This is an optimization exercise on Yosys and OpenROAD, whose aim is small area and a short achievable clock period, not a production implementation.
Power and IR drop assume default switching activity.

Setup of the previous run:
==> flow/design.v (excerpt) <==
module pe (
    input               clk,
    input               rst,
    input  signed [7:0] weight,
    input  signed [7:0] inmap,
    input               inmap_vld,
    input               weight_vld,
    input  signed [7:0] bias,
    output signed [7:0] outmap,
    output              outmap_vld,
    output signed [15:0] outraw
);
  wire v = inmap_vld & weight_vld;
  reg  [4:0]  n;     
  reg  [15:0] acc;   
  wire z = (n == 5'd0);
  wire [15:0] base = z ? {{5{bias[7]}}, bias, 3'b0} : acc;
  wire [7:0] xg = inmap & {8{v}};
  wire one0 = xg[0] ^ 1'b0;
  wire two0 = (xg[1] & ~xg[0] & ~1'b0) | (~xg[1] & xg[0] & 1'b0);
  wire neg0 = xg[1] & ~(xg[0] & 1'b0);
  wire w0 = ((one0 & weight[0]) | (two0 & 1'b0)) ^ neg0;
  wire w1 = ((one0 & weight[1]) | (two0 & weight[0])) ^ neg0;
  wire w2 = ((one0 & weight[2]) | (two0 & weight[1])) ^ neg0;
  wire w3 = ((one0 & weight[3]) | (two0 & weight[2])) ^ neg0;
  wire w4 = ((one0 & weight[4]) | (two0 & weight[3])) ^ neg0;
  wire w5 = ((one0 & weight[5]) | (two0 & weight[4])) ^ neg0;
  wire w6 = ((one0 & weight[6]) | (two0 & weight[5])) ^ neg0;
  wire w7 = ((one0 & weight[7]) | (two0 & weight[6])) ^ neg0;
  wire w8 = ~(((one0 & weight[7]) | (two0 & weight[7])) ^ neg0);
  wire one1 = xg[2] ^ xg[1];
  wire two1 = (xg[3] & ~xg[2] & ~xg[1]) | (~xg[3] & xg[2] & xg[1]);
  wire neg1 = xg[3] & ~(xg[2] & xg[1]);
  wire w9 = ((one1 & weight[0]) | (two1 & 1'b0)) ^ neg1;
  wire w10 = ((one1 & weight[1]) | (two1 & weight[0])) ^ neg1;
  ...
Size: ~21 flip-flops, about 53 I/O pins, roughly 0.0034 mm² of cells after synthesis.
==> flow/config.mk <==
export PLATFORM = sky130hd
export DESIGN_NAME = pe
export DESIGN_NICKNAME = pe
export VERILOG_FILES = /design/flow/design.v
export SDC_FILE = /design/flow/constraint.sdc
export NUM_CORES = 4
export LEC_CHECK = 0
export CAP_MARGIN = 20
export CORE_MARGIN = 2
export CORE_UTILIZATION = 40
export SLEW_MARGIN = 20
==> flow/constraint.sdc <==
create_clock -name core_clock -period 10.5 [get_ports {clk}]
set_input_delay 2.1000 -clock core_clock [delete_from_list [all_inputs] [get_ports {clk}]]
set_output_delay 2.1000 -clock core_clock [all_outputs]
set_load 0.01 [all_outputs]
standard.sh (not shown) runs the stock make flow with config.mk's settings and CLKGATE_MAP_FILE= SYNTH_SCRIPT=/design/flow/synth_recipe.tcl, a recipe that flattens the netlist after the stock synthesis.
==> flow/flow/run.sh <==
#!/bin/bash
# Own layout flow: the standard ORFS layout, with port buffers of a small, fast buffer
# (buf_2) instead of the default the port buffering picks; every port still gets a buffer.
set -euo pipefail
export BUFFER_PORTS_ARGS="-buffer_cell sky130_fd_sc_hd__buf_2"
bash standard.sh > standard_flow.log 2>&1
The inputs of the current run differ from those of the previous run as listed below.
diff --git a/flow/design.v b/flow/design.v
--- a/flow/design.v
+++ b/flow/design.v
@@ -184,77 +184,67 @@
   wire g11 = hs6 & c24;
   wire p12 = hc6 ^ s28;
   wire g12 = hc6 & s28;
   wire p13 = hs7 ^ c28;
   wire g13 = hs7 & c28;
   wire p14 = hc7 ^ s30;
   wire g14 = hc7 & s30;
   wire cr5 = g4 | (p4 & g3);
   wire cr6 = g5 | (p5 & cr5);
   wire cr7 = g6 | (p6 & cr6);
   wire cr8 = g7 | (p7 & cr7);
-  wire w36 = g9 | (p9 & g8);
-  wire w37 = p9 & p8;
-  wire w38 = g11 | (p11 & g10);
-  wire w39 = p11 & p10;
-  wire w40 = g13 | (p13 & g12);
-  wire w41 = p13 & p12;
-  wire w42 = g10 | (p10 & w36);
-  wire w43 = p10 & w37;
-  wire w44 = w38 | (w39 & w36);
-  wire w45 = w39 & w37;
-  wire w46 = g14 | (p14 & w40);
-  wire w47 = p14 & w41;
-  wire w48 = g12 | (p12 & w44);
-  wire w49 = p12 & w45;
-  wire w50 = w40 | (w41 & w44);
-  wire w51 = w41 & w45;
-  wire w52 = w46 | (w47 & w44);
-  wire w53 = w47 & w45;
-  wire cs9 = g8 | (p8 & cr8);
-  wire cs10 = w36 | (w37 & cr8);
-  wire cs11 = w42 | (w43 & cr8);
-  wire cs12 = w44 | (w45 & cr8);
-  wire cs13 = w48 | (w49 & cr8);
-  wire cs14 = w50 | (w51 & cr8);
-  wire cs15 = w52 | (w53 & cr8);
+  wire cr9 = g8 | (p8 & cr8);
+  wire cr10 = g9 | (p9 & cr9);
+  wire cr11 = g10 | (p10 & cr10);
+  wire w36 = g12 | (p12 & g11);
+  wire w37 = p12 & p11;
+  wire w38 = g14 | (p14 & g13);
+  wire w39 = p14 & p13;
+  wire w40 = g13 | (p13 & w36);
+  wire w41 = p13 & w37;
+  wire w42 = w38 | (w39 & w36);
+  wire w43 = w39 & w37;
+  wire cs12 = g11 | (p11 & cr11);
+  wire cs13 = w36 | (w37 & cr11);
+  wire cs14 = w40 | (w41 & cr11);
+  wire cs15 = w42 | (w43 & cr11);
   wire tt4 = p4 ^ g3;
   wire tt5 = p5 ^ cr5;
   wire tt6 = p6 ^ cr6;
   wire tt7 = p7 ^ cr7;
   wire tt8 = p8 ^ cr8;
-  wire tt9 = p9 ^ cs9;
-  wire tt10 = p10 ^ cs10;
-  wire tt11 = p11 ^ cs11;
+  wire tt9 = p9 ^ cr9;
+  wire tt10 = p10 ^ cr10;
+  wire tt11 = p11 ^ cr11;
   wire tt12 = p12 ^ cs12;
   wire tt13 = p13 ^ cs13;
   wire tt14 = p14 ^ cs14;
   wire tt15 = s31 ^ cs15;
   wire u3 = p3 ^ t[2];
   wire pa4 = p3 & t[2];
   wire cu4 = g3 | pa4;
   wire u4 = p4 ^ cu4;
   wire pa5 = p4 & pa4;
   wire cu5 = cr5 | pa5;
   wire u5 = p5 ^ cu5;
   wire pa6 = p5 & pa5;
   wire cu6 = cr6 | pa6;
   wire u6 = p6 ^ cu6;
   wire pa7 = p6 & pa6;
   wire cu7 = cr7 | pa7;
   wire u7 = p7 ^ cu7;
   wire pa8 = p7 & pa7;
   wire cu8 = cr8 | pa8;
   wire u8 = p8 ^ cu8;
   wire pa9 = p8 & pa8;
-  wire cu9 = cs9 | pa9;
+  wire cu9 = cr9 | pa9;
   wire u9 = p9 ^ cu9;
   wire [15:0] t = {tt15, tt14, tt13, tt12, tt11, tt10, tt9, tt8, tt7, tt6, tt5, tt4, p3, s3, s1, s0};
   wire [6:0] r = {u9, u8, u7, u6, u5, u4, u3};
   assign outraw = t & {16{v}};
   assign outmap = {1'b0, r & {7{v & ~t[15]}}};
   assign outmap_vld = (n == 5'd24);
   always @(posedge clk) acc <= t;
   always @(posedge clk or posedge rst) begin
     if (rst) n <= 5'd0;
     else if (v) n <= (n == 5'd24) ? 5'd0 : n + 5'd1;
   end
- The current run: flow completed, timing, DRC and antenna clean
- Both conditions hold for the previous run: the flow ran to the end and the final layout passed the timing, design-rule and antenna checks.
- In the current run, the delay of the slowest critical-path stage came out 0.18 ns below the value in the previous run.
- [compare] base=the previous run new=the current run: share of power burned in combinational logic picked up an extra 1.4 points, fraction of area in multi-input gates lost 3.0 points.
- As far as number of hold-repair buffers added at the cts stage goes, the current run and the previous run are indistinguishable; the numbers are identical.
- Measured against each other, the previous run and the current run differ in share of cell area taken by flip-flops and latches, the lower figure coming from the previous run.
- The post-synthesis adder-cell area fraction of the current run is higher than that of the previous run.
- Sort the previous run and the current run by global-route usage, ascending, and the current run comes first.
- Between the previous run and the current run, setup slack is higher for the previous run, the current run comes in under that.
- NOTE total non-filler cell area in the finished layout the previous run->the current run decreased by a few percent
- Share of cell area taken by muxes after synthesis delta (the current run -> the previous run): insignificant
- The current run vs the previous run, most frequent standard cell in the layout excluding fill and tap cells: inv_1 vs nand2_1
- Re core utilization: the current run is 0.92 points up on the previous run.
- Between the previous run and the current run, the area fraction of clock buffers and clock inverters does not differ in any meaningful way.
No run of this note included a check of the RTL's function; only the layout flow was run.

==> what the ideal ports hide <==
The results above use ideal ports. As a check the final layouts listed here were re-extracted and re-timed, cells and wires unchanged. Step 1: set_driving_cell puts a clkbuf_16 on clk and a buf_2 on each other input, an assumption about the parent block. Step 2, shift: input delay + t, output delay - t, t = (earliest + latest rising clock arrival at the registers) / 2. This alone moves slack from input paths to output paths. Slacks: ideal ports / drivers / drivers and shift; pairs: ideal ports / drivers.
run	t, ns	setup WS [ns]	slew at the worst register clock pin (ns)	worst slew at a driven data input, ns
the previous run	0.295	0.965 / 0.946 / 0.946	0.09 / 0.09	0.03
the current run	0.305	0.346 / 0.327 / 0.327	0.10 / 0.10	0.05
After both steps setup and hold are still met in every run listed.
